Background: an optimization exercise with open tools, aiming at small area, a short achievable clock period and few clock cycles per item. Do not read the settings as production practice.
In this exercise RTL edits were held to simulation tests only and were not proved equivalent to the original.

==> inputs of 02-13 <==
Design imc, start of the top module:
module imc
  #(parameter INPUT_W = 16,
    parameter OUTPUT_W = 16)
(
    input  logic                   clk,
    input  logic                   rst_n,
    input  logic                   start,
    input  logic [INPUT_W-1:0]     aIn,
    input  logic [INPUT_W-1:0]     bIn,
    input  logic [INPUT_W-1:0]     cIn,
    input  logic [INPUT_W-1:0]     dIn,
    output logic                   ready,
    output logic [OUTPUT_W-1:0]    aOut,
    output logic [OUTPUT_W-1:0]    bOut,
    output logic [OUTPUT_W-1:0]    cOut,
    output logic [OUTPUT_W-1:0]    dOut,
    output logic                   aOut_sign,
    output logic                   bOut_sign,
    output logic                   cOut_sign,
    output logic                   dOut_sign
);
  logic [16:0] dx, dy;
  logic        cp;
  wire t1, t2;
  fa u_t1 (.a(~(aIn[0] & dIn[13])), .b(~(aIn[1] & dIn[12])), .c(1'b1), .s(t1), .co(t2));
  wire t3, t4;
  fa u_t3 (.a(~(aIn[0] & dIn[14])), .b(~(aIn[1] & dIn[13])), .c(~(aIn[2] & dIn[12])), .s(t3), .co(t4));
  wire t5, t6;
  fa u_t5 (.a(~(aIn[3] & dIn[11])), .b(~(aIn[4] & dIn[10])), .c(1'b1), .s(t5), .co(t6));
  wire t7, t8;
  fa u_t7 (.a(~(aIn[0] & dIn[15])), .b(~(aIn[1] & dIn[14])), .c(~(aIn[2] & dIn[13])), .s(t7), .co(t8));
  wire t9, t10;
  fa u_t9 (.a(~(aIn[3] & dIn[12])), .b(~(aIn[4] & dIn[11])), .c(~(aIn[5] & dIn[10])), .s(t9), .co(t10));
  wire t11, t12;
  fa u_t11 (.a(~(aIn[6] & dIn[9])), .b(~(aIn[7] & dIn[8])), .c(1'b1), .s(t11), .co(t12));
  wire t13, t14;
  fa u_t13 (.a(~(aIn[0] & dIn[9])), .b(~(aIn[1] & dIn[8])), .c(1'b1), .s(t13), .co(t14));
  wire t15, t16;
  fa u_t15 (.a(~(aIn[0] & dIn[10])), .b(~(aIn[1] & dIn[9])), .c(~(aIn[2] & dIn[8])), .s(t15), .co(t16));
  wire t17, t18;
  fa u_t17 (.a(~(aIn[3] & dIn[7])), .b(~(aIn[4] & dIn[6])), .c(1'b1), .s(t17), .co(t18));
  wire t19, t20;
  fa u_t19 (.a(~(aIn[0] & dIn[11])), .b(~(aIn[1] & dIn[10])), .c(~(aIn[2] & dIn[9])), .s(t19), .co(t20));
  wire t21, t22;
  fa u_t21 (.a(~(aIn[3] & dIn[8])), .b(~(aIn[4] & dIn[7])), .c(~(aIn[5] & dIn[6])), .s(t21), .co(t22));
  wire t23, t24;
  fa u_t23 (.a(~(aIn[6] & dIn[5])), .b(~(aIn[7] & dIn[4])), .c(1'b1), .s(t23), .co(t24));
  wire t25, t26;
  fa u_t25 (.a(~(aIn[0] & dIn[12])), .b(~(aIn[1] & dIn[11])), .c(~(aIn[2] & dIn[10])), .s(t25), .co(t26));
  wire t27, t28;
  ...
Settings: LEC_CHECK=0, CAP_MARGIN=20, CORE_MARGIN=2, CORE_UTILIZATION=60, PLACE_DENSITY=0.75, SETUP_SLACK_MARGIN=3, SLEW_MARGIN=20, SYNTH_HIERARCHICAL=1; clock period 11.0 ns.
standard.sh (not shown) runs the stock make flow with config.mk's settings and CLKGATE_MAP_FILE= SYNTH_SCRIPT=/design/flow/synth_recipe.tcl, a recipe that flattens the netlist after the stock synthesis.
==> flow/flow/run.sh <==
#!/bin/bash
# The standard layout (the standard.sh, all ORFS steps from synthesis
# to finish), except that buffer_ports puts a buf_2 on every input and
# output port instead of the cell it picks on its own (a slow delay cell,
# clkdlybuf4s50_1). Timing repair still resizes port buffers as it needs.
# make's output goes to flow_make.log; ORFS keeps each step's log under
# orfs/logs.
set -euo pipefail
bash standard.sh "BUFFER_PORTS_ARGS=-buffer_cell sky130_fd_sc_hd__buf_2" finish > flow_make.log 2>&1
==> 06-01 (differences from 02-13) <==
--- a/flow/design.v
+++ b/flow/design.v
@@ -1103,27 +1103,68 @@
   fa u_t975 (.a(t974), .b(t930), .c(t928), .s(t975), .co(t976));
   wire t977, t978;
   ha u_t977 (.a(t887), .b(t931), .s(t977), .co(t978));
   assign dx = {1'b1, t977, t973, t972, t967, t966, t963, t958, t957, t952, t949, t946, t943, t940, t937, t934, t933};
   assign dy = {t978, t976, t975, t970, t969, t964, t961, t960, t955, t954, t951, t948, t945, t942, t939, t936, tcy_bc};
   assign cp = tcy_ad;
-  logic [15:0] nA, nB, nC, nD;
-  assign nA = -dIn;
-  assign nB = -bIn;
-  assign nC = -cIn;
-  assign nD = -aIn;
+  logic [7:0]  mA, mB, mC, mD;
+  logic [8:0]  cA, cB, cC, cD;
+  assign cA[0] = dIn[15] & ~|dIn[7:0];
+  assign cB[0] = bIn[15] & ~|bIn[7:0];
+  assign cC[0] = cIn[15] & ~|cIn[7:0];
+  assign cD[0] = aIn[15] & ~|aIn[7:0];
+  for (genvar i = 0; i < 8; i++) begin : g_mag
+    assign mA[i]   = dIn[8+i] ^ dIn[15] ^ cA[i];
+    assign cA[i+1] = cA[i] & ~dIn[8+i];
+    assign mB[i]   = bIn[8+i] ^ bIn[15] ^ cB[i];
+    assign cB[i+1] = cB[i] & ~bIn[8+i];
+    assign mC[i]   = cIn[8+i] ^ cIn[15] ^ cC[i];
+    assign cC[i+1] = cC[i] & ~cIn[8+i];
+    assign mD[i]   = aIn[8+i] ^ aIn[15] ^ cD[i];
+    assign cD[i+1] = cD[i] & ~aIn[8+i];
+  end
   logic [16:0] dxv, dyv, diff;
   logic        det_sign;
   assign dxv      = {1'b1, dx[15], dx[14], dx[13], dx[12], dx[11], dx[10], dx[9], dx[8], dx[7], dx[6], dx[5], dx[4], dx[3], dx[2], dx[1], dx[0]};
   assign dyv      = {dy[16], dy[15], dy[14], dy[13], dy[12], dy[11], dy[10], dy[9], dy[8], dy[7], dy[6], dy[5], dy[4], dy[3], dy[2], dy[1], ~dy[0]};
-  assign diff     = dxv + dyv + {16'd0, cp};
+  wire dl_b0c = (dx[0] & ~dy[0]) | (dx[0] & cp) | (~dy[0] & cp);
+  wire [2:0] dl_p = {dx[3], dx[2], dx[1]} ^ {dy[3], dy[2], dy[1]};
+  wire [2:0] dl_g = {dx[3], dx[2], dx[1]} & {dy[3], dy[2], dy[1]};
+  wire dl_G1_0 = dl_g[1] | (dl_p[1] & dl_g[0]);
+  wire dl_P1_0 = dl_p[1] & dl_p[0];
+  wire dl_G2_0 = dl_g[2] | (dl_p[2] & dl_G1_0);
+  wire dl_P2_0 = dl_p[2] & dl_P1_0;
+  wire dl_c1 = dl_g[0] | (dl_p[0] & dl_b0c);
+  wire dl_c2 = dl_G1_0 | (dl_P1_0 & dl_b0c);
+  wire dl_c3 = dl_G2_0 | (dl_P2_0 & dl_b0c);
+  assign diff     = {12'd0, (dx[4] ^ dy[4] ^ dl_c3), (dl_p[2] ^ dl_c2), (dl_p[1] ^ dl_c1), (dl_p[0] ^ dl_b0c), (dx[0] ^ ~dy[0] ^ cp)};
+  wire dl_G3_0 = dl_c3;
   logic        c4, ghi, phi;
-  logic [12:0] shi;
-  assign c4       = diff[4] ^ dxv[4] ^ dyv[4];
-  assign shi      = {1'b0, dxv[15:4]} + {1'b0, dyv[15:4]};
-  assign ghi      = shi[12];
+  assign c4       = dl_G3_0;
+  wire [11:0] gh_p = {dxv[15], dxv[14], dxv[13], dxv[12], dxv[11], dxv[10], dxv[9], dxv[8], dxv[7], dxv[6], dxv[5], dxv[4]} | {dyv[15], dyv[14], dyv[13], dyv[12], dyv[11], dyv[10], dyv[9], dyv[8], dyv[7], dyv[6], dyv[5], dyv[4]};
+  wire [11:0] gh_g = {dxv[15], dxv[14], dxv[13], dxv[12], dxv[11], dxv[10], dxv[9], dxv[8], dxv[7], dxv[6], dxv[5], dxv[4]} & {dyv[15], dyv[14], dyv[13], dyv[12], dyv[11], dyv[10], dyv[9], dyv[8], dyv[7], dyv[6], dyv[5], dyv[4]};
+  wire gh_G2_1 = gh_g[2] | (gh_p[2] & gh_g[1]);
+  wire gh_P2_1 = gh_p[2] & gh_p[1];
+  wire gh_G2_0 = gh_G2_1 | (gh_P2_1 & gh_g[0]);
+  wire gh_G5_4 = gh_g[5] | (gh_p[5] & gh_g[4]);
+  wire gh_P5_4 = gh_p[5] & gh_p[4];
+  wire gh_G5_3 = gh_G5_4 | (gh_P5_4 & gh_g[3]);
+  wire gh_P5_3 = gh_P5_4 & gh_p[3];
+  wire gh_G5_0 = gh_G5_3 | (gh_P5_3 & gh_G2_0);
+  wire gh_G8_7 = gh_g[8] | (gh_p[8] & gh_g[7]);
+  wire gh_P8_7 = gh_p[8] & gh_p[7];
+  wire gh_G8_6 = gh_G8_7 | (gh_P8_7 & gh_g[6]);
+  wire gh_P8_6 = gh_P8_7 & gh_p[6];
+  wire gh_G11_10 = gh_g[11] | (gh_p[11] & gh_g[10]);
+  wire gh_P11_10 = gh_p[11] & gh_p[10];
+  wire gh_G11_9 = gh_G11_10 | (gh_P11_10 & gh_g[9]);
+  wire gh_P11_9 = gh_P11_10 & gh_p[9];
+  wire gh_G11_6 = gh_G11_9 | (gh_P11_9 & gh_G8_6);
+  wire gh_P11_6 = gh_P11_9 & gh_P8_6;
+  wire gh_G11_0 = gh_G11_6 | (gh_P11_6 & gh_G5_0);
+  assign ghi      = gh_G11_0;
   assign phi      = &(dxv[15:4] | dyv[15:4]);
   assign det_sign = dxv[16] ^ dyv[16] ^ (ghi | (phi & c4));
   logic [16:4] dvw, yvw, pw;
   logic        up0, up1;
   assign dvw = dxv[16:4];
   assign yvw = dyv[16:4];
@@ -1142,16 +1183,16 @@
   always_ff @(posedge clk) begin
     if (start) begin
       lo_r    <= diff[4:0];
       up0_r   <= up0;
       up1_r   <= up1;
       dsign_r <= det_sign;
-      mA_r <= dIn[15] ? nA[15:8] : dIn[15:8];
-      mB_r <= bIn[15] ? nB[15:8] : bIn[15:8];
-      mC_r <= cIn[15] ? nC[15:8] : cIn[15:8];
-      mD_r <= aIn[15] ? nD[15:8] : aIn[15:8];
+      mA_r <= mA;
+      mB_r <= mB;
+      mC_r <= mC;
+      mD_r <= mD;
       sA_r <= dIn[15];
       sB_r <= bIn != 16'd0;
       sC_r <= cIn != 16'd0;
       sD_r <= aIn[15];
     end
   end
- PLACE_DENSITY: 0.75 -> not set
- SETUP_SLACK_MARGIN: 3 -> 3.2
==> qor summary <==
quantity                                                                          06-01         02-13
Crit-path max cell delay                                                         480 ps        570 ps
Portion of the clock cycle consumed by the worst path in the final layout         0.711         0.715
Area enclosed by the die boundary                                          36,700 sq um  36,400 sq um
Multiplexer share of the synthesized area                                       0.00392       0.00293
Cts repair resizes                                                                   48            40
Mean area per synthesized cell                                               9.73 sq um    9.80 sq um
Setup bufs post-CTS                                                                   4             5
DIE WIDTH                                                                        191 um        191 um
Area used by multi-input combinational logic                               18,800 sq um  18,700 sq um
Met3 wire len                                                                   4750 um       5330 um
Worst slack at placement                                                        2730 ps       2160 ps
Layout clock buffer count                                                             7             5
Worst hold margin                                                               1670 ps       1690 ps
Run status                                             no timing/DRC/antenna violations  no timing/DRC/antenna violations
Relative slew slack                                                               0.233         0.333
Post-route standard cell area excluding fillers                            22,400 sq um  22,300 sq um
Testbench counts of 02-13, summed over its fixed seeds: cycles 3,200, items 3,200.
Testbench counts of 06-01, summed over its fixed seeds: cycles 3,200, items 3,200.

-- afterwards: timing with drivers on the ports --
In the flow no input, the clock included, has a driving cell. The finished layouts below were timed again as built, in two steps.
Step 1 sets driving cells, clkbuf_16 on the clock port and buf_2 on the other inputs (assumed; they add their load-dependent delay and slew).
Step 2 times the ports against the registers' clock, not the clock port: input delays grow and output delays shrink by t, the midpoint of the rising clock arrivals with the driver on.
a / b / c = no drivers / after step 1 / after step 2; a / b = the first two.
run	t (ns)	setup WS [ns]	hold WS [ns]	clock arrival spread, ns	slew at the worst register clock pin (ns)
02-13	0.324	3.131 / 3.080 / 2.757	1.688 / 1.670 / 1.993	0.008 / 0.009	0.07 / 0.07
06-01	0.335	3.182 / 3.202 / 2.867	1.670 / 1.648 / 1.983	0.010 / 0.010	0.06 / 0.06
After both steps setup and hold are still met in every run listed. The setup slack of 02-13, which loses most, moves by -0.051 ns with the drivers and by -0.374 ns with both steps.
